What follows belongs to an exercise in optimizing a design on an open flow for a short achievable clock period and few clock cycles; a production flow would make more cautious choices. Function was checked by simulation only, so behaviour that the tests miss may differ from the original. Power and IR drop assume default switching activity.

## design.v

```verilog
module SingleCycleMIPS(clk,
                       rst_n,
                       IR_addr,
                       IR,
                       ReadDataMem,
                       CEN,
                       WEN,
                       A,
                       Data2Mem,
                       OEN);
input         clk, rst_n;
input  [31:0] IR;
output [31:0] IR_addr;
input  [31:0] ReadDataMem;
output        CEN;
output        WEN;
output  [6:0] A;
output [31:0] Data2Mem;
output        OEN;
integer i;
reg rst_q;
always @(posedge clk) rst_q <= rst_n;
reg  [31:0] pc;
reg  [31:0] pco;                         
reg  [31:0] ir_d, pc_d, pc4_d, ptgt_d;
reg         v_d, ptk_d, fb_d;
reg  [7:0]  bhit_d;                      
reg         es_d, et_d, ws_d, wt_d;
reg         zs_d, zt_d;                  
reg  [31:0] rsr_d, rtr_d, lw_val;
reg         wls_d, wlt_d;
reg         v_e, wr_e, ld_e, br_e, bne_e, jr_e, ptk_e, btk_e;
reg         sltz_e, sltok_e;             
reg  [4:0]  dst_e, rs_e, rt_e;
reg  [31:0] a_e, b_e, bs_e, pc_e, pc4_e, tgt_e;
reg  [7:0]  bhit_e;
reg  [6:0]  op_e;                        
reg         wr_w, ld_w;
reg  [4:0]  dst_w;
reg  [31:0] res_w, ld_data_w;
reg  [31:0] REG [0:31];
reg  [31:0] zf;                          
reg  [31:0] ra_p;                        
reg          bv   [0:7];
reg  [31:0]  btag [0:7];
reg  [31:0]  btgt [0:7];
reg  [1:0]   bctr [0:7];
reg  [11:0]  bsrc [0:7];                 
reg  [2:0]   brep;
reg          u_v, u_tk, u_jr;
reg  [11:0]  u_src;
reg  [7:0]   u_hit;
reg  [31:0]  u_pc, u_tgt;
reg         cen_r, wen_r, oen_r;
reg  [6:0]  a_r;
reg  [31:0] d2m_r;
assign IR_addr  = pco;
assign CEN      = cen_r;
assign WEN      = wen_r;
assign OEN      = oen_r;
assign A        = a_r;
assign Data2Mem = d2m_r;
wire [31:0] pc4  = pc + 32'd4;
reg  [7:0]  f_hit, f_bt;
reg  [31:0] b_tgt;
always @(*) begin
    b_tgt = 32'd0;
    for (i = 0; i < 8; i = i + 1) begin
        f_hit[i] = bv[i] && (btag[i] == pc);
        f_bt[i]  = f_hit[i] && bctr[i][1];
        b_tgt    = b_tgt | ({32{f_hit[i]}} & btgt[i]);
    end
end
wire        alloc = u_v && u_tk && !(|u_hit);
wire [7:0]  amask = {8{alloc}} & (8'd1 << brep);    
wire        dec_tk, dec_tj, dec_fb;
wire        b_res, b_out;
wire [31:0] dec_tgt;
fdec f_dec (.ir(IR), .pc4(pc4), .pc_hi(pc[31:28]), .ra(ra_p),
            .bres(b_res), .bout(b_out),
            .tk(dec_tk), .tj(dec_tj), .fb(dec_fb), .tgt(dec_tgt));
wire [31:0] x = a_e;
wire [31:0] y = b_e;
wire        sub = op_e[1] | op_e[4];
wire [31:0] sum = x + bs_e + {31'd0, sub};    
wire [31:0] shl = x << y[4:0];
wire [31:0] shr = x >> y[4:0];
wire [31:0] alu = ({32{op_e[0] | op_e[1]}} & sum)
                | ({32{op_e[2]}} & (x & y))
                | ({32{op_e[3]}} & (x | y))
                | ({32{op_e[4]}} & {31'd0, sum[31]})
                | ({32{op_e[5]}} & shl)
                | ({32{op_e[6]}} & shr);
wire        ez_as;
zero32 z_as (.a((x ^ bs_e) ^ {x[30:0] | bs_e[30:0], sub}), .z(ez_as));
wire        e_z   = op_e[4] ? sltz_e : ez_as;
wire        m_z;
zero32 z_m (.a(ReadDataMem), .z(m_z));
wire        e_rz  = ld_e ? m_z : ((op_e[0] | op_e[1]) & ez_as);
wire        e_brtk = btk_e;          
wire        mis    = v_e && br_e && (e_brtk != ptk_e);
wire [31:0] e_npc  = e_brtk ? tgt_e : pc4_e;
wire [5:0]  op = ir_d[31:26];
wire [4:0]  rs = ir_d[25:21];
wire [4:0]  rt = ir_d[20:16];
wire [4:0]  rd = ir_d[15:11];
wire [4:0]  sh = ir_d[10:6];
wire [5:0]  fn = ir_d[5:0];
wire [31:0] simm = {{16{ir_d[15]}}, ir_d[15:0]};
wire is_r   = (op == 6'h00);
wire is_jr  = is_r && (fn == 6'h08);
wire is_sh  = is_r && (fn == 6'h00 || fn == 6'h02);
wire is_alu = is_r && !is_jr;
wire is_addi= (op == 6'h08);
wire is_lw  = (op == 6'h23);
wire is_sw  = (op == 6'h2b);
wire is_beq = (op == 6'h04);
wire is_bne = (op == 6'h05);
wire is_br  = is_beq || is_bne;
wire is_j   = (op == 6'h02);
wire is_jal = (op == 6'h03);
wire is_jmp = is_j || is_jal;
wire        d_wr  = is_alu || is_addi || is_lw || is_jal;
wire [4:0]  d_dst = is_alu ? rd : is_jal ? 5'd31 : rt;
wire [31:0] val_w = ld_w ? ld_data_w : res_w;
wire [31:0] rs_v = ws_d ? val_w : wls_d ? lw_val : rsr_d;
wire [31:0] rt_v = wt_d ? val_w : wlt_d ? lw_val : rtr_d;
wire e_s = es_d;
wire e_t = et_d;
wire        d_zok = v_d && is_addi && (rs == rt) && !e_s;
wire        dz_m, dz_a, dz_l, dz_r;
zt32 z_dm (.x(ld_data_w), .imm(ir_d[15:0]), .z(dz_m));
zt32 z_da (.x(res_w), .imm(ir_d[15:0]), .z(dz_a));
zt32 z_dl (.x(lw_val), .imm(ir_d[15:0]), .z(dz_l));
zt32 z_dr (.x(rsr_d), .imm(ir_d[15:0]), .z(dz_r));
wire        dz    = ws_d ? (ld_w ? dz_m : dz_a) : wls_d ? dz_l : dz_r;
reg  [7:0]  e_res, e_bne;
reg         ms_i, mt_i;
always @(*) begin
    for (i = 0; i < 8; i = i + 1) begin
        ms_i     = (bsrc[i][9:5] == rt);      
        mt_i     = (bsrc[i][4:0] == rt);
        e_res[i] = bsrc[i][11] && (ms_i != mt_i);
        e_bne[i] = bsrc[i][10];
    end
end
assign      b_res = d_zok && |(f_hit & e_res);
assign      b_out = dz ^ |(f_hit & e_bne);
wire        b_tk  = b_res ? b_out : |f_bt;
wire        f_tk     = b_tk || dec_tk;
wire        e_a  = is_sh ? e_t : e_s;
wire [31:0] ra_v = is_sh ? rt_v : rs_v;
wire [31:0] av   = ({32{e_a && (op_e[0] | op_e[1])}} & sum)
                 | ({32{e_a && op_e[2]}} & (x & y))
                 | ({32{e_a && op_e[3]}} & (x | y))
                 | ({32{e_a && op_e[4]}} & {31'd0, sum[31]})
                 | ({32{e_a && op_e[5]}} & shl)
                 | ({32{e_a && op_e[6]}} & shr)
                 | ({32{e_a && ld_e}} & ReadDataMem)
                 | ({32{!e_a}} & ra_v);
wire [31:0] bv_  = ({32{e_t && (op_e[0] | op_e[1])}} & sum)
                 | ({32{e_t && op_e[2]}} & (x & y))
                 | ({32{e_t && op_e[3]}} & (x | y))
                 | ({32{e_t && op_e[4]}} & {31'd0, sum[31]})
                 | ({32{e_t && op_e[5]}} & shl)
                 | ({32{e_t && op_e[6]}} & shr)
                 | ({32{e_t && ld_e}} & ReadDataMem)
                 | ({32{!e_t}} & rt_v);
wire        oth_z = e_s ? zt_d : zs_d;
wire        d_res = is_br && (e_s != e_t) && !ld_e && (op_e[0] | op_e[1] | (op_e[4] & sltok_e)) && oth_z;
wire        stall = v_d && ((is_lw || is_sw) && e_s && !ld_e ||
                            is_br && (e_s || e_t) && !d_res ||
                            is_jr && e_s);
wire [31:0] base = e_s ? ReadDataMem : rs_v;
wire [31:0] d_df;                                           
ks_add #(32) a_df (.a(base), .b(~(e_t ? ReadDataMem : rt_v)), .cin(1'b1), .s(d_df), .cout());
wire [8:0]  addr = base[8:0] + simm[8:0];
wire        st_eq;
zero32 z_st (.a(rs_v ^ rt_v), .z(st_eq));
wire        known = |bhit_d;
wire        st_tk = (rs == rt) ? is_beq : (ir_d[15] || is_bne);
wire        p_tk  = (known || fb_d) ? ptk_d : st_tk;
wire        go   = v_d && !mis && !stall;
wire [31:0] btg  = pc4_d + {simm[29:0], 2'b00};
wire [31:0] jtg  = {pc_d[31:28], ir_d[25:0], 2'b00};
wire        tk1  = d_res ? !is_bne : p_tk;
wire        tk0  = d_res ?  is_bne : p_tk;
wire        jq_m, jq_a, jq_l, jq_r;
zero32 z_jm (.a(ld_data_w ^ ptgt_d), .z(jq_m));
zero32 z_ja (.a(res_w ^ ptgt_d), .z(jq_a));
zero32 z_jl (.a(lw_val ^ ptgt_d), .z(jq_l));
zero32 z_jr (.a(rsr_d ^ ptgt_d), .z(jq_r));
wire        jr_ok = ptk_d && (ws_d ? (ld_w ? jq_m : jq_a) : wls_d ? jq_l : jq_r);
wire        rd1  = go && (is_br ? (tk1 != ptk_d) : is_jmp ? !ptk_d : is_jr ? !jr_ok : ptk_d);
wire        rd0  = go && (is_br ? (tk0 != ptk_d) : is_jmp ? !ptk_d : is_jr ? !jr_ok : ptk_d);
wire [31:0] dn1  = is_jmp ? jtg : (is_br && tk1) ? btg : is_jr ? rs_v : pc4_d;
wire [31:0] dn0  = is_jmp ? jtg : (is_br && tk0) ? btg : is_jr ? rs_v : pc4_d;
wire        fu1  = !(mis || stall || rd1);
wire        fu0  = !(mis || stall || rd0);
wire [31:0] o1   = mis ? e_npc : stall ? pc : dn1;
wire [31:0] o0   = mis ? e_npc : stall ? pc : dn0;
wire [31:0] oo1  = mis ? e_npc : stall ? pco : dn1;
wire [31:0] oo0  = mis ? e_npc : stall ? pco : dn0;
wire        d_tk = e_z ? tk1 : tk0;
wire        d_rd = e_z ? rd1 : rd0;
wire [31:0] npc, npo;
wire        f_u  = rst_n && (e_z ? fu1 : fu0);
wire [31:0] r_pc = rst_n ? (e_z ? o1 : o0) : 32'd0;
wire [31:0] r_po = rst_n ? (e_z ? oo1 : oo0) : 32'd0;
nfin n_pc (.u(f_u), .b(b_tk), .bt(b_tgt), .k(dec_tk), .kj(dec_tj), .t(dec_tgt), .p4(pc4), .o(r_pc), .y(npc));
nfin n_po (.u(f_u), .b(b_tk), .bt(b_tgt), .k(dec_tk), .kj(dec_tj), .t(dec_tgt), .p4(pc4), .o(r_po), .y(npo));
always @(posedge clk) begin
    pc  <= npc;
    pco <= npo;
    if (!stall) begin
        ir_d   <= IR;
        pc_d   <= pc;
        pc4_d  <= pc4;
        ptk_d  <= f_tk;
        fb_d   <= dec_fb;
        ptgt_d <= (|f_hit) ? b_tgt : ra_p;    
    end
    bhit_d <= (stall ? bhit_d : f_hit) & ~amask;
    es_d   <= go && d_wr && (d_dst == IR[25:21]);
    et_d   <= go && d_wr && (d_dst == IR[20:16]);
    ws_d   <= v_e && wr_e && (dst_e == (stall ? rs : IR[25:21]));
    wt_d   <= v_e && wr_e && (dst_e == (stall ? rt : IR[20:16]));
    wls_d  <= wr_w && (dst_w == (stall ? rs : IR[25:21]));
    wlt_d  <= wr_w && (dst_w == (stall ? rt : IR[20:16]));
    rsr_d  <= stall ? REG[rs] : REG[IR[25:21]];
    rtr_d  <= stall ? REG[rt] : REG[IR[20:16]];
    lw_val <= val_w;
    zs_d   <= (v_e && wr_e && (dst_e == (stall ? rs : IR[25:21]))) ? e_rz : stall ? zf[rs] : zf[IR[25:21]];
    zt_d   <= (v_e && wr_e && (dst_e == (stall ? rt : IR[20:16]))) ? e_rz : stall ? zf[rt] : zf[IR[20:16]];
    wr_e   <= d_wr;
    ld_e   <= is_lw;
    br_e   <= is_br;
    bne_e  <= is_bne;
    jr_e   <= is_jr;
    ptk_e  <= is_br ? d_tk : (ptk_d || is_jmp);
    btk_e  <= d_res ? d_tk : (st_eq ^ is_bne);
    sltz_e <= !d_df[31];
    sltok_e<= !(e_s && !ld_e) && !(e_t && !ld_e);
    pc_e   <= pc_d;
    bhit_e <= bhit_d & ~amask;
    tgt_e  <= btg;
    pc4_e  <= pc4_d;
    dst_e  <= d_dst;
    rs_e   <= rs;
    rt_e   <= rt;
    a_e    <= is_jal ? pc4_d : av;
    b_e    <= is_addi ? simm : is_sh ? {27'd0, sh} : is_jal ? 32'd0 : bv_;
    bs_e   <= is_addi ? simm : is_jal ? 32'd0 : (is_alu && (fn == 6'h22 || fn == 6'h2a)) ? ~bv_ : bv_;
    op_e   <= {is_alu && fn == 6'h02,
               is_alu && fn == 6'h00,
               is_alu && fn == 6'h2a,
               is_alu && fn == 6'h25,
               is_alu && fn == 6'h24,
               is_alu && fn == 6'h22,
               (is_alu && fn == 6'h20) || is_addi || is_jal};
    a_r    <= addr[8:2];
    d2m_r  <= bv_;
    ld_w      <= ld_e;
    dst_w     <= dst_e;
    res_w     <= alu;
    ld_data_w <= ReadDataMem;
    u_tk  <= br_e ? e_brtk : 1'b1;
    u_jr  <= jr_e;
    u_src <= {br_e, bne_e, rs_e, rt_e};
    u_hit <= bhit_e & ~amask;
    u_pc  <= pc_e;
    u_tgt <= jr_e ? x : tgt_e;
    if (!rst_n) begin
        v_d   <= 1'b0;
        v_e   <= 1'b0;
        wr_w  <= 1'b0;
        u_v   <= 1'b0;
        cen_r <= 1'b1;
        wen_r <= 1'b1;
        oen_r <= 1'b0;
    end else begin
        v_d   <= mis ? 1'b0 : stall ? 1'b1 : !d_rd;
        v_e   <= go;
        wr_w  <= v_e && wr_e;
        u_v   <= v_e && (br_e || jr_e);
        cen_r <= !(go && (is_lw || is_sw));
        wen_r <= !(go && is_sw);
        oen_r <= go && is_sw;
    end
end
always @(posedge clk) begin
    if (!rst_q) begin
        for (i = 0; i < 32; i = i + 1) REG[i] <= 32'd0;
        for (i = 0; i < 8; i = i + 1) bv[i] <= 1'b0;
        brep <= 3'd0;
        zf   <= 32'hffffffff;
        ra_p <= 32'd0;
    end else begin
        if (wr_w) REG[dst_w] <= val_w;
        if (v_e && wr_e) zf[dst_e] <= e_rz;
        if (v_d && is_jal) ra_p <= pc4_d;
        if (u_v) begin
            for (i = 0; i < 8; i = i + 1) begin
                if (u_hit[i]) begin
                    bctr[i] <= u_tk ? (bctr[i] == 2'd3 ? 2'd3 : bctr[i] + 2'd1)
                                    : (bctr[i] == 2'd0 ? 2'd0 : bctr[i] - 2'd1);
                    if (u_jr) btgt[i] <= u_tgt;
                end
            end
            if (alloc) begin
                bv[brep]   <= 1'b1;
                btag[brep] <= u_pc;
                btgt[brep] <= u_tgt;
                bctr[brep] <= 2'd2;
                bsrc[brep] <= u_src;
                brep       <= brep + 3'd1;
            end
        end
    end
end
endmodule
module fdec (ir, pc4, pc_hi, ra, bres, bout, tk, tj, fb, tgt);
input  [31:0] ir, pc4, ra;
input  [3:0]  pc_hi;
input         bres, bout;    
output        tk, tj, fb;
output [31:0] tgt;
wire [5:0]  op   = ir[31:26];
wire        jmp  = op[1] && !op[5];                      
wire        br   = op[2];                                
wire        beq  = !op[0];
wire        jr   = !op[5] && !op[3] && !op[2] && !op[1] &&   
                   ir[3] && !ir[5];                      
wire [7:0]  lo   = {1'b0, pc4[8:2]} + {1'b0, ir[6:0]};
wire        blk  = ((ir[15:7] == 9'h000) && !lo[7]) || ((ir[15:7] == 9'h1ff) && lo[7]);
wire        gtk  = bres ? bout : (ir[25:21] == ir[20:16]) ? beq : (ir[15] || !beq);
assign fb  = br && blk;
assign tj  = jmp || jr;
assign tk  = tj || (fb && gtk);
assign tgt = br ? {pc4[31:9], lo[6:0], pc4[1:0]} : jmp ? {pc_hi, ir[25:0], 2'b00} : ra;
endmodule
module nfin (u, b, bt, k, kj, t, p4, o, y);
input         u, b, k, kj;
input  [31:0] bt, t, p4, o;
output [31:0] y;
assign y[31:9] = u ? (b ? bt[31:9] : kj ? t[31:9] : p4[31:9]) : o[31:9];
assign y[8:0]  = u ? (b ? bt[8:0]  : k  ? t[8:0]  : p4[8:0])  : o[8:0];
endmodule
module zero32 (a, z);
input  [31:0] a;
output        z;
assign z = ~|a;
endmodule
module zt32 (x, imm, z);
input  [31:0] x;
input  [15:0] imm;
output        z;
wire [16:0] s   = {imm[15], imm};
wire [16:0] lo  = (x[16:0] ^ s) ^ {x[15:0] | s[15:0], 1'b0};
wire        up1 = ~|x[31:17];                       
wire        up0 = ~|(x[31:17] ^ x[30:16]);          
assign z = ~|lo && (imm[15] ? up1 : up0);
endmodule
module ks_add #(parameter W = 32) (a, b, cin, s, cout);
input  [W-1:0] a, b;
input          cin;
output [W-1:0] s;
output         cout;
localparam L = (W > 16) ? 5 : (W > 8) ? 4 : (W > 4) ? 3 : (W > 2) ? 2 : 1;    
wire [W-1:0] p = a ^ b;
wire [W-1:0] gp [0:L];
wire [W-1:0] pp [0:L];
assign gp[0] = (a & b) | {{(W-1){1'b0}}, p[0] & cin};
assign pp[0] = p;
genvar l, k;
generate
    for (l = 0; l < L; l = l + 1) begin : lvl
        for (k = 0; k < W; k = k + 1) begin : bt
            if (k >= (1 << l)) begin : comb
                assign gp[l+1][k] = gp[l][k] | (pp[l][k] & gp[l][k - (1 << l)]);
                assign pp[l+1][k] = pp[l][k] & pp[l][k - (1 << l)];
            end else begin : thru
                assign gp[l+1][k] = gp[l][k];
                assign pp[l+1][k] = pp[l][k];
            end
        end
    end
endgenerate
assign s    = p ^ {gp[L][W-2:0], cin};
assign cout = gp[L][W-1];
endmodule
```

## flow/run.sh

```bash
#!/bin/bash
set -euo pipefail
export SETUP_SLACK_MARGIN=9.2
export BUFFER_PORTS_ARGS="-buffer_cell sky130_fd_sc_hd__buf_8"
bash standard.sh finish > flow.log 2>&1
```

## standard.sh

```bash
#!/bin/bash
# synth_recipe.tcl (not shown) runs the flow's synth.tcl, then flattens the netlist and writes it again
# the make line also repeats each setting of config.mk as NAME=value (left out here)
make -C /OpenROAD-flow-scripts/flow DESIGN_CONFIG=/design/flow/config.mk WORK_HOME=/design/flow/orfs CLKGATE_MAP_FILE= SYNTH_SCRIPT=/design/flow/synth_recipe.tcl "${@:-finish}"
```

## constraint.sdc

```tcl
create_clock -name core_clock -period 13.0 [get_ports {clk}]
set_input_delay 2.6000 -clock core_clock [delete_from_list [all_inputs] [get_ports {clk}]]
set_output_delay 2.6000 -clock core_clock [all_outputs]
set_load 0.01 [all_outputs]
```

## config.mk

```make
export PLATFORM = sky130hd
export DESIGN_NAME = SingleCycleMIPS
export DESIGN_NICKNAME = SingleCycleMIPS
export VERILOG_FILES = /design/flow/design.v
export SDC_FILE = /design/flow/constraint.sdc
export NUM_CORES = 8
export LEC_CHECK = 0
export ABC_CLOCK_PERIOD_IN_PS = 1000
export CAP_MARGIN = 20
export CORE_MARGIN = 2
export CORE_UTILIZATION = 40
export SLEW_MARGIN = 20
export SYNTH_HIERARCHICAL = 1
export SYNTH_MINIMUM_KEEP_SIZE = 0
```

==> results of run 1 <==
==> metrics by stage <==
step / instances / power [mW] / cell area (um2)
floorplan: 10933 / 11.5 / 141000
global placement: 15095 / 13.0 / 148000
detailed placement: 15096 / 13.0 / 148000
CTS: 15862 / 21.5 / 164000
global route: 16010 / 22.3 / 166000
finish: 16017 / 21.8 / 166000
==> area by class of cell <==
class / count / share of cell area, %
Multi-Input combinational cell: 7206 / 43.0
Clock buffer: 393 / 4.83
Inverter: 370 / 0.856
Clock inverter: 124 / 0.823
Tap cell: 4599 / 3.46
Antenna cell: 42 / 0.0633
Timing Repair Buffer: 816 / 6.40
Sequential cell: 2467 / 40.6
==> metal layers <==
layer,wire length (um),vias to the layer above
met5,700,-
li1,-,42178
met1,214000,54403
met2,264000,9263
met3,92600,2200
met4,48800,42
==> worst max-delay path by stage <==
stage / endpoint / cells after the start
final: pc[4]$_DFF_P_ / 16
after global routing: pc[4]$_DFF_P_ / 17
after CTS: IR_addr[3] / 1
after detailed placement: rtr_d[16]$_DFF_P_ / 7
after global placement: rtr_d[16]$_DFF_P_ / 7
after floorplan: pc[0]$_DFF_P_ / 9
==> flip-flops by register name, summed over array words and instances (netlist names), 96 cells and up, named ones only <==
| register | count |
|---|---|
| REG | 1024 |
| btgt | 256 |
| bsrc | 96 |
| btag | 256 |
==> where the power goes <==
part	total, mW	internal (mW)	switching [mW]
Combinational	4.21	1.84	2.37
Clock	8.28	4.79	3.49
Sequential	9.36	8.83	0.533
==> timing repair <==
| action | in CTS | in global routing |
|---|---|---|
| endpoints found under the setup margin | 922 | 296 |
| gates resized for setup | 748 | 245 |
| cloned | 61 | 25 |
| pin swaps | 114 | 97 |
| setup buffers | 188 | 87 |
==> critical path, delay by kind of cell (launching register included) <==
kind / cells / cell delay [ps]
buffers and inverters: 3 / 340
multiplexers: 2 / 430
XOR/XNOR: 2 / 320
AND/OR/NAND/NOR: 3 / 750
flip-flops: 1 / 530
AO/OA/AOI/OAI: 5 / 1270
adder cells (fa/ha/maj): 1 / 360
==> results.py, run 1 <==
metrics = {
    "cells_and_area": {
        "multiInputGateArea_um2": 71400,
        "mostFrequentLayoutCell": "edfxtp_1",
        "mostFrequentLayoutCells": "edfxtp_1, nor2_1, mux4_2, nand2_1, dfxtp_1",
        "nFillCells": 30084,
        "regArea_um2": 67400,
        "final_core_util_pct": 47.6,
        "nets": 11452,
        "syn_to_final_growth_pct": 18.5,
        "drive_gt1_share_pct": 30.4,
    },
    "place": {
        "numPortBuffers": 139,
        "hpwl_um": 360000,
        "place_ws_ps": 6350,
        "place_congestion": 1.00,
    },
    "grt": {
        "grtUsageMet3_pct": 11.5,
        "gr-usage-met2_pct": 49.5,
        "gr-usage-met1_pct": 42.4,
        "grt_pass1_vias": 103346,
        "grt_pass1_wl_um": 836000,
        "top_usage_layer": "met2",
        "overflow": 0,
        "grt_start_max_net_pins": 149,
        "grt_usage_pct": 33.6,
        "grt_antenna_before_repair": 44,
    },
    "yosys": {
        "avgSynthCellArea_um2": 12.8,
        "syn_inst": 10933,
        "yosys_warnings": 8,
        "syn_nets": 11242,
        "mappedNetlistArea_um2": 140000,
    },
    "floorplan": {
        "core_area_um2": 349000,
        "die_h_um": 596,
        "die_w_um": 596,
        "start_util_pct": 40.1,
        "dieArea_um2": 355000,
        "ioPinCount": 140,
        "num_rows": 217,
    },
    "critical_path": {
        "reg2reg_to": "pc[4]$_DFF_P_",
        "cp.arrival_ps": 4940,
        "critPathKind": "register to register",
        "critPathMaxFanout": 5,
        "cp_cell_sequence": "inv_1, ha_1, xnor2_1, nor4_1, nand4_1, a21oi_2, mux2i_2, a21oi_4, xnor2_2, inv_1, nor2b_2, a21oi_2, buf_6, a31o_4, mux2_4, a221o_1",
        "reg2reg_from": "ld_data_w[1]$_DFF_P_",
        "ff2ff_path_depth": 16,
        "critPathMaxStageDelay_ps": 530,
        "start_kind": "register",
        "cp_slowest_cell": "dfxtp_1",
        "crit_path_end_kind": "register",
        "critPathLaunch": "ld_data_w[1]$_DFF_P_",
        "cp.required_ps": 13800,
        "regToRegSetupSlack_ps": 8860,
    },
    "clock_network": {
        "numCtsBuffers": 282,
        "numClockSinks": 2467,
        "clkTransAtPathRegs_ps": 60,
        "holdBufCountCts": 0,
        "clockRootBuffer": "clkbuf_16",
        "cts_tree": "built",
        "clk_latency_ps": 950,
        "htree_levels": 5,
        "cts_max_path_buffers": 4,
    },
    "timing": {
        "clock_skew_ps": 98.9,
        "holdWs_ps": 289,
        "worstMarginPinSlew_ps": 1310,
        "rsz0062_at_grt": "true",
        "period_needed_ps": 4140,
        "setup_ws_ps": 8860,
        "finalHoldViolations": 0,
        "slew_viol_final": 0,
        "tns_ps": 0,
        "period_share_pct": 31.9,
        "setup_viol_count_final": 0,
        "fmax_mhz": 241,
        "slew_headroom_pct": 12.3,
    },
    "route": {
        "wl_um": 620000,
        "ant_nets": 0,
        "vias": 108086,
        "drt_iter0_drc": 17228,
        "dr.pass1.iters": 8,
        "drc": 0,
        "viasPerCell": 6.75,
        "avgRoutedWirePerCell_um": 38.7,
    },
    "power_and_ir_drop": {
        "p_leak_nw": 59.3,
        "peakVddDrop_uv": 107,
        "power_density_nw_per_um2": 132,
    },
    "hold_path": {
        "hold_depth": 0,
        "min_path_type": "register to register",
        "hold_path_end": "pc_e[25]$_DFF_P_",
        "min_from": "pc_d[25]$_DFFE_PN_",
    },
    "run": {
        "cap_violations": 0,
    },
    "run_status": {
        "outcome": "finished clean",
    },
}
Testbench counts, summed over its fixed seeds: cycles 145,965.
==> run 2, diff against run 1 <==
--- a/design.v
+++ b/design.v
@@ -27,10 +27,12 @@
 reg  [7:0]  bhit_d;                      
 reg         es_d, et_d, ws_d, wt_d;
 reg         zs_d, zt_d;                  
+reg         os_d, im1_d;                 
 reg  [31:0] rsr_d, rtr_d, lw_val;
 reg         wls_d, wlt_d;
 reg         v_e, wr_e, ld_e, br_e, bne_e, jr_e, ptk_e, btk_e;
 reg         sltz_e, sltok_e;             
+reg         ezp_e, ezok_e;               
 reg  [4:0]  dst_e, rs_e, rt_e;
 reg  [31:0] a_e, b_e, bs_e, pc_e, pc4_e, tgt_e;
 reg  [7:0]  bhit_e;
@@ -40,6 +42,7 @@
 reg  [31:0] res_w, ld_data_w;
 reg  [31:0] REG [0:31];
 reg  [31:0] zf;                          
+reg  [31:0] of;                          
 reg  [31:0] ra_p;                        
 reg          bv   [0:7];
 reg  [31:0]  btag [0:7];
@@ -91,12 +94,16 @@
                 | ({32{op_e[4]}} & {31'd0, sum[31]})
                 | ({32{op_e[5]}} & shl)
                 | ({32{op_e[6]}} & shr);
-wire        ez_as;
-zero32 z_as (.a((x ^ bs_e) ^ {x[30:0] | bs_e[30:0], sub}), .z(ez_as));
-wire        e_z   = op_e[4] ? sltz_e : ez_as;
+wire        e_z   = op_e[4] ? sltz_e : ezp_e;
 wire        m_z;
 zero32 z_m (.a(ReadDataMem), .z(m_z));
-wire        e_rz  = ld_e ? m_z : ((op_e[0] | op_e[1]) & ez_as);
+wire        e_rz  = ld_e ? m_z : ((op_e[0] | op_e[1]) & ezok_e & ezp_e);
+wire        e1_as, m_1;
+zero32 z_1as (.a({(x[31:2] ^ bs_e[31:2]) ^ (x[30:1] | bs_e[30:1]),
+                  x[1] ^ bs_e[1] ^ (x[0] & bs_e[0]),
+                  ~(x[0] ^ bs_e[0] ^ sub)}), .z(e1_as));
+zero32 z_m1 (.a(ReadDataMem ^ 32'd1), .z(m_1));
+wire        e_r1  = ld_e ? m_1 : ((op_e[0] | op_e[1]) & e1_as);
 wire        e_brtk = btk_e;          
 wire        mis    = v_e && br_e && (e_brtk != ptk_e);
 wire [31:0] e_npc  = e_brtk ? tgt_e : pc4_e;
@@ -127,26 +134,22 @@
 wire [31:0] rt_v = wt_d ? val_w : wlt_d ? lw_val : rtr_d;
 wire e_s = es_d;
 wire e_t = et_d;
-wire        d_zok = v_d && is_addi && (rs == rt) && !e_s;
-wire        dz_m, dz_a, dz_l, dz_r;
-zt32 z_dm (.x(ld_data_w), .imm(ir_d[15:0]), .z(dz_m));
-zt32 z_da (.x(res_w), .imm(ir_d[15:0]), .z(dz_a));
-zt32 z_dl (.x(lw_val), .imm(ir_d[15:0]), .z(dz_l));
-zt32 z_dr (.x(rsr_d), .imm(ir_d[15:0]), .z(dz_r));
-wire        dz    = ws_d ? (ld_w ? dz_m : dz_a) : wls_d ? dz_l : dz_r;
-reg  [7:0]  e_res, e_bne;
+wire        d_zok = v_d && is_addi && (rs == rt) && im1_d && !e_s;
+wire        dz    = os_d;
+reg  [7:0]  e_res, e_bne, e_tk;
 reg         ms_i, mt_i;
 always @(*) begin
     for (i = 0; i < 8; i = i + 1) begin
         ms_i     = (bsrc[i][9:5] == rt);      
         mt_i     = (bsrc[i][4:0] == rt);
-        e_res[i] = bsrc[i][11] && (ms_i != mt_i);
+        e_res[i] = d_zok && bsrc[i][11] && (ms_i != mt_i);
         e_bne[i] = bsrc[i][10];
+        e_tk[i]  = e_res[i] ? (dz ^ e_bne[i]) : bctr[i][1];
     end
 end
-assign      b_res = d_zok && |(f_hit & e_res);
+assign      b_res = |(f_hit & e_res);
 assign      b_out = dz ^ |(f_hit & e_bne);
-wire        b_tk  = b_res ? b_out : |f_bt;
+wire        b_tk  = |(f_hit & e_tk);
 wire        f_tk     = b_tk || dec_tk;
 wire        e_a  = is_sh ? e_t : e_s;
 wire [31:0] ra_v = is_sh ? rt_v : rs_v;
@@ -167,46 +170,47 @@
                  | ({32{e_t && ld_e}} & ReadDataMem)
                  | ({32{!e_t}} & rt_v);
 wire        oth_z = e_s ? zt_d : zs_d;
-wire        d_res = is_br && (e_s != e_t) && !ld_e && (op_e[0] | op_e[1] | (op_e[4] & sltok_e)) && oth_z;
-wire        stall = v_d && ((is_lw || is_sw) && e_s && !ld_e ||
+wire        d_res = is_br && (e_s != e_t) && !ld_e && ((op_e[0] | op_e[1]) & ezok_e | op_e[4] & sltok_e) && oth_z;
+wire        stall = v_d && ((is_lw || is_sw) && e_s && !ld_e && !(op_e[0] | op_e[1]) ||
                             is_br && (e_s || e_t) && !d_res ||
                             is_jr && e_s);
 wire [31:0] base = e_s ? ReadDataMem : rs_v;
 wire [31:0] d_df;                                           
 ks_add #(32) a_df (.a(base), .b(~(e_t ? ReadDataMem : rt_v)), .cin(1'b1), .s(d_df), .cout());
-wire [8:0]  addr = base[8:0] + simm[8:0];
+wire [8:0]  e_lo = x[8:0] ^ bs_e[8:0] ^ simm[8:0];
+wire [8:0]  e_cy = (x[8:0] & bs_e[8:0]) | (x[8:0] & simm[8:0]) | (bs_e[8:0] & simm[8:0]);
+wire [8:0]  addr = (e_s && !ld_e) ? e_lo + {e_cy[7:0], 1'b0} + {8'd0, sub}
+                                  : base[8:0] + simm[8:0];
 wire        st_eq;
 zero32 z_st (.a(rs_v ^ rt_v), .z(st_eq));
+wire        d_sb = is_alu && (fn == 6'h22);
+wire [31:0] zpa  = is_jal ? pc4_d : ra_v;
+wire [31:0] zpb  = is_addi ? simm : is_jal ? 32'd0 : d_sb ? ~rt_v : rt_v;
+wire        zp;
+zero32 z_p (.a((zpa ^ zpb) ^ {zpa[30:0] | zpb[30:0], d_sb}), .z(zp));
 wire        known = |bhit_d;
 wire        st_tk = (rs == rt) ? is_beq : (ir_d[15] || is_bne);
 wire        p_tk  = (known || fb_d) ? ptk_d : st_tk;
 wire        go   = v_d && !mis && !stall;
 wire [31:0] btg  = pc4_d + {simm[29:0], 2'b00};
 wire [31:0] jtg  = {pc_d[31:28], ir_d[25:0], 2'b00};
-wire        tk1  = d_res ? !is_bne : p_tk;
-wire        tk0  = d_res ?  is_bne : p_tk;
+wire        tk   = d_res ? (e_z ^ is_bne) : p_tk;
 wire        jq_m, jq_a, jq_l, jq_r;
 zero32 z_jm (.a(ld_data_w ^ ptgt_d), .z(jq_m));
 zero32 z_ja (.a(res_w ^ ptgt_d), .z(jq_a));
 zero32 z_jl (.a(lw_val ^ ptgt_d), .z(jq_l));
 zero32 z_jr (.a(rsr_d ^ ptgt_d), .z(jq_r));
 wire        jr_ok = ptk_d && (ws_d ? (ld_w ? jq_m : jq_a) : wls_d ? jq_l : jq_r);
-wire        rd1  = go && (is_br ? (tk1 != ptk_d) : is_jmp ? !ptk_d : is_jr ? !jr_ok : ptk_d);
-wire        rd0  = go && (is_br ? (tk0 != ptk_d) : is_jmp ? !ptk_d : is_jr ? !jr_ok : ptk_d);
-wire [31:0] dn1  = is_jmp ? jtg : (is_br && tk1) ? btg : is_jr ? rs_v : pc4_d;
-wire [31:0] dn0  = is_jmp ? jtg : (is_br && tk0) ? btg : is_jr ? rs_v : pc4_d;
-wire        fu1  = !(mis || stall || rd1);
-wire        fu0  = !(mis || stall || rd0);
-wire [31:0] o1   = mis ? e_npc : stall ? pc : dn1;
-wire [31:0] o0   = mis ? e_npc : stall ? pc : dn0;
-wire [31:0] oo1  = mis ? e_npc : stall ? pco : dn1;
-wire [31:0] oo0  = mis ? e_npc : stall ? pco : dn0;
-wire        d_tk = e_z ? tk1 : tk0;
-wire        d_rd = e_z ? rd1 : rd0;
+wire        d_rd = go && (is_br ? (tk != ptk_d) : is_jmp ? !ptk_d : is_jr ? !jr_ok : ptk_d);
+wire [31:0] dn   = is_jmp ? jtg : (is_br && tk) ? btg : is_jr ? rs_v : pc4_d;
+wire        fu   = !(mis || stall || d_rd);
+wire [31:0] o    = mis ? e_npc : stall ? pc : dn;
+wire [31:0] oo   = mis ? e_npc : stall ? pco : dn;
+wire        d_tk = tk;
 wire [31:0] npc, npo;
-wire        f_u  = rst_n && (e_z ? fu1 : fu0);
-wire [31:0] r_pc = rst_n ? (e_z ? o1 : o0) : 32'd0;
-wire [31:0] r_po = rst_n ? (e_z ? oo1 : oo0) : 32'd0;
+wire        f_u  = rst_n && fu;
+wire [31:0] r_pc = rst_n ? o : 32'd0;
+wire [31:0] r_po = rst_n ? oo : 32'd0;
 nfin n_pc (.u(f_u), .b(b_tk), .bt(b_tgt), .k(dec_tk), .kj(dec_tj), .t(dec_tgt), .p4(pc4), .o(r_pc), .y(npc));
 nfin n_po (.u(f_u), .b(b_tk), .bt(b_tgt), .k(dec_tk), .kj(dec_tj), .t(dec_tgt), .p4(pc4), .o(r_po), .y(npo));
 always @(posedge clk) begin
@@ -232,6 +236,8 @@
     lw_val <= val_w;
     zs_d   <= (v_e && wr_e && (dst_e == (stall ? rs : IR[25:21]))) ? e_rz : stall ? zf[rs] : zf[IR[25:21]];
     zt_d   <= (v_e && wr_e && (dst_e == (stall ? rt : IR[20:16]))) ? e_rz : stall ? zf[rt] : zf[IR[20:16]];
+    os_d   <= (v_e && wr_e && (dst_e == (stall ? rs : IR[25:21]))) ? e_r1 : stall ? of[rs] : of[IR[25:21]];
+    im1_d  <= stall ? im1_d : (IR[15:0] == 16'hffff);
     wr_e   <= d_wr;
     ld_e   <= is_lw;
     br_e   <= is_br;
@@ -240,6 +246,8 @@
     ptk_e  <= is_br ? d_tk : (ptk_d || is_jmp);
     btk_e  <= d_res ? d_tk : (st_eq ^ is_bne);
     sltz_e <= !d_df[31];
+    ezp_e  <= zp;
+    ezok_e <= !(e_a && !is_jal) && !(e_t && is_alu && !is_sh);
     sltok_e<= !(e_s && !ld_e) && !(e_t && !ld_e);
     pc_e   <= pc_d;
     bhit_e <= bhit_d & ~amask;
@@ -294,11 +302,13 @@
         for (i = 0; i < 8; i = i + 1) bv[i] <= 1'b0;
         brep <= 3'd0;
         zf   <= 32'hffffffff;
+        of   <= 32'd0;
         ra_p <= 32'd0;
     end else begin
         if (wr_w) REG[dst_w] <= val_w;
         if (v_e && wr_e) zf[dst_e] <= e_rz;
-        if (v_d && is_jal) ra_p <= pc4_d;
+        if (v_e && wr_e) of[dst_e] <= e_r1;
+        if (v_d && (is_jal || (is_jr && !jr_ok))) ra_p <= pc4_d;
         if (u_v) begin
             for (i = 0; i < 8; i = i + 1) begin
                 if (u_hit[i]) begin
@@ -351,16 +361,6 @@
 output        z;
 assign z = ~|a;
 endmodule
-module zt32 (x, imm, z);
-input  [31:0] x;
-input  [15:0] imm;
-output        z;
-wire [16:0] s   = {imm[15], imm};
-wire [16:0] lo  = (x[16:0] ^ s) ^ {x[15:0] | s[15:0], 1'b0};
-wire        up1 = ~|x[31:17];                       
-wire        up0 = ~|(x[31:17] ^ x[30:16]);          
-assign z = ~|lo && (imm[15] ? up1 : up0);
-endmodule
 module ks_add #(parameter W = 32) (a, b, cin, s, cout);
 input  [W-1:0] a, b;
 input          cin;
==> results.py, run 2 <==
metrics = {
    "route": {
        "wl_um": 595000,
        "viasPerCell": 6.74,
        "drt_iter0_drc": 17230,
        "drc": 0,
        "avgRoutedWirePerCell_um": 37.5,
        "ant_nets": 0,
        "dr.pass1.iters": 6,
        "vias": 106860,
    },
    "grt": {
        "grt_start_max_net_pins": 149,
        "grt_pass1_wl_um": 816000,
        "grt_antenna_before_repair": 21,
        "grt_usage_pct": 32.5,
        "overflow": 0,
        "grt_pass1_vias": 102734,
    },
    "cells_and_area": {
        "syn_to_final_growth_pct": 19.7,
        "mostFrequentLayoutCells": "edfxtp_1, mux4_2, nor2_1, dfxtp_1, nand2_1",
        "biggestRegsByFlops": "REG: 1024 flops, btag: 256 flops, btgt: 256 flops",
        "mostFrequentLayoutCell": "edfxtp_1",
        "final_core_util_pct": 48.0,
        "drive_gt1_share_pct": 31.1,
        "nets": 11281,
        "final_area_um2": 167000,
        "largest_register_ffs": 1024,
        "regMostFlops": "REG",
    },
    "timing": {
        "period_share_pct": 31.4,
        "clock_skew_ps": 108,
        "fmax_mhz": 245,
        "finalHoldViolations": 0,
        "worstMarginPinSlew_ps": 1230,
        "tns_ps": 0,
        "slew_headroom_pct": 18.0,
        "setup_viol_count_final": 0,
        "rsz0062_at_grt": "true",
        "period_needed_ps": 4080,
        "holdWs_ps": 278,
        "slew_viol_final": 0,
        "setup_ws_ps": 8920,
    },
    "run_status": {
        "outcome": "finished clean",
    },
    "power_and_ir_drop": {
        "p_leak_nw": 59.8,
        "power_density_nw_per_um2": 132,
        "peakVddDrop_uv": 125,
    },
    "clock_network": {
        "cts_max_path_buffers": 4,
        "clockRootBuffer": "clkbuf_16",
        "htree_levels": 5,
        "numCtsBuffers": 281,
        "clkTransAtPathRegs_ps": 60,
        "clk_latency_ps": 950,
        "cts_tree": "built",
        "numClockSinks": 2503,
    },
    "floorplan": {
        "core_area_um2": 349000,
        "die_w_um": 595,
        "die_h_um": 595,
        "num_rows": 217,
        "start_util_pct": 40.1,
        "dieArea_um2": 354000,
        "ioPinCount": 140,
    },
    "yosys": {
        "yosys_warnings": 8,
        "mappedNetlistArea_um2": 140000,
        "syn_nets": 11000,
        "syn_inst": 10739,
        "avgSynthCellArea_um2": 13.0,
    },
    "critical_path": {
        "cp.required_ps": 10400,
        "regToRegSetupSlack_ps": 8960,
        "path_delay_family": "flip-flops",
        "cp.arrival_ps": 1480,
        "cp_cell_sequence": "buf_8",
        "critPathMaxFanout": 2,
        "crit_path_end_kind": "output port",
        "start_kind": "register",
        "critPathMaxStageDelay_ps": 440,
        "cp_slowest_cell": "dfxtp_4",
        "cp_num_buf_inv": 1,
        "critPathKind": "register to output port",
    },
    "place": {
        "place_ws_ps": 6370,
        "place_congestion": 0.958,
        "numPortBuffers": 139,
        "hpwl_um": 348000,
        "dpl_cell_area_um2": 148000,
    },
    "hold_path": {
        "min_path_type": "register to register",
    },
    "run": {
        "cap_violations": 0,
    },
}
-- run 2: cell count changes in the layout (fill, tap and decap cells not counted), moves of 49 or more --
cell,before,now
a21oi_1,223,282
dfxtp_1,552,624
inv_1,340,166
mux2_4,66,115
nand2_1,649,546
xnor2_1,388,465
xor2_1,348,284
-- run 2: repair_timing --
action / CTS / global route
hold buffers: 0 / 0
resized for setup: 629 / 285
setup endpoints to repair: 636 / 366
buffers inserted: 183 / 135
pin swaps: 111 / 92
gates cloned: 108 / 26
-- run 2: area by class of cell --
type                       instances  area [um2]
clock inverter                   142        1590
inverter                         182         771
clock buffer                     375        7960
antenna                            8        20.0
tap                             4599        5750
multi-input combinational       7152       70800
timing repair buffer             893       12200
timing repair inverter             7        93.8
sequential                      2503       68000
fill                           29822      181000
-- run 2: metal layers --
metal | wire (um) | track usage, % | up-vias
met4 | 50900 | 22.3 | 10
met3 | 84200 | 10.7 | 2267
met1 | 203000 | 39.9 | 53697
met5 | 75 | 0 | -
met2 | 257000 | 48.4 | 8959
li1 | - | - | 41927
-- run 2: power by group --
| part | internal [mW] | switching, mW | leakage, nW |
|---|---|---|---|
| Sequential | 8.94 | 0.528 | 23.6 |
| Clock | 4.75 | 3.57 | 4.65 |
| Combinational | 1.90 | 2.30 | 31.6 |
-- run 2: worst register-to-register path: cells and delay by family (launching register included) --
| family | cells | cell delay [ps] |
|---|---|---|
| AND/OR/NAND/NOR | 6 | 1530 |
| AO/OA/AOI/OAI | 4 | 980 |
| flip-flops | 1 | 360 |
| buffers and inverters | 2 | 350 |
| XOR/XNOR | 2 | 350 |
| multiplexers | 1 | 350 |
-- run 2: path summary, 6_finish.rpt --
kind,cells past startpoint,endpoint,start
worst min-delay path,0,u_pc[23]$_DFF_P_,pc_e[23]$_DFF_P_
worst max register to register,15,pco[1]$_DFF_P_,pc[0]$_DFF_P_
worst min register to register,0,u_pc[23]$_DFF_P_,pc_e[23]$_DFF_P_
worst max-delay path,1,IR_addr[24],pco[24]$_DFF_P_
-- run 2: metrics by stage --
stage / std cells / total power [mW]
after floorplan: 10739 / 11.8
after global placement: 14875 / 13.2
after detailed placement: 14878 / 13.2
after CTS: 15686 / 21.7
after global routing: 15854 / 22.5
final: 15861 / 22.0
Testbench counts of run 2, summed over its fixed seeds: cycles 145,321.

==> re-timing with driven ports <==
The flow's constraints put no driver on any port. The routed layouts listed below were extracted and timed again, unchanged, in two steps.
Step 1 sets driving cells, clkbuf_16 on the clock port and buf_2 on the other inputs (assumed; they add their load-dependent delay and slew).
Step 2 also shifts input and output timing later by t, the mid clock arrival at the registers, as if the neighbouring blocks saw the same clock.
a / b / c = ideal / step 1 / step 2; a / b = the first two.
run	t, ns	setup slack, ns	worst hold slack (ns)	clock arrival spread, ns	pins driven straight from the clock port
run 1	1.004	8.857 / 8.570 / 7.566	0.289 / 0.289 / 0.289	0.101 / 0.100	1
run 2	0.997	8.922 / 8.596 / 7.599	0.278 / 0.278 / 0.278	0.110 / 0.110	1
After both steps setup and hold are still met in every run listed. For run 2, which loses most, drivers alone change the setup slack by -0.326 ns; drivers and shift together by -1.323 ns.
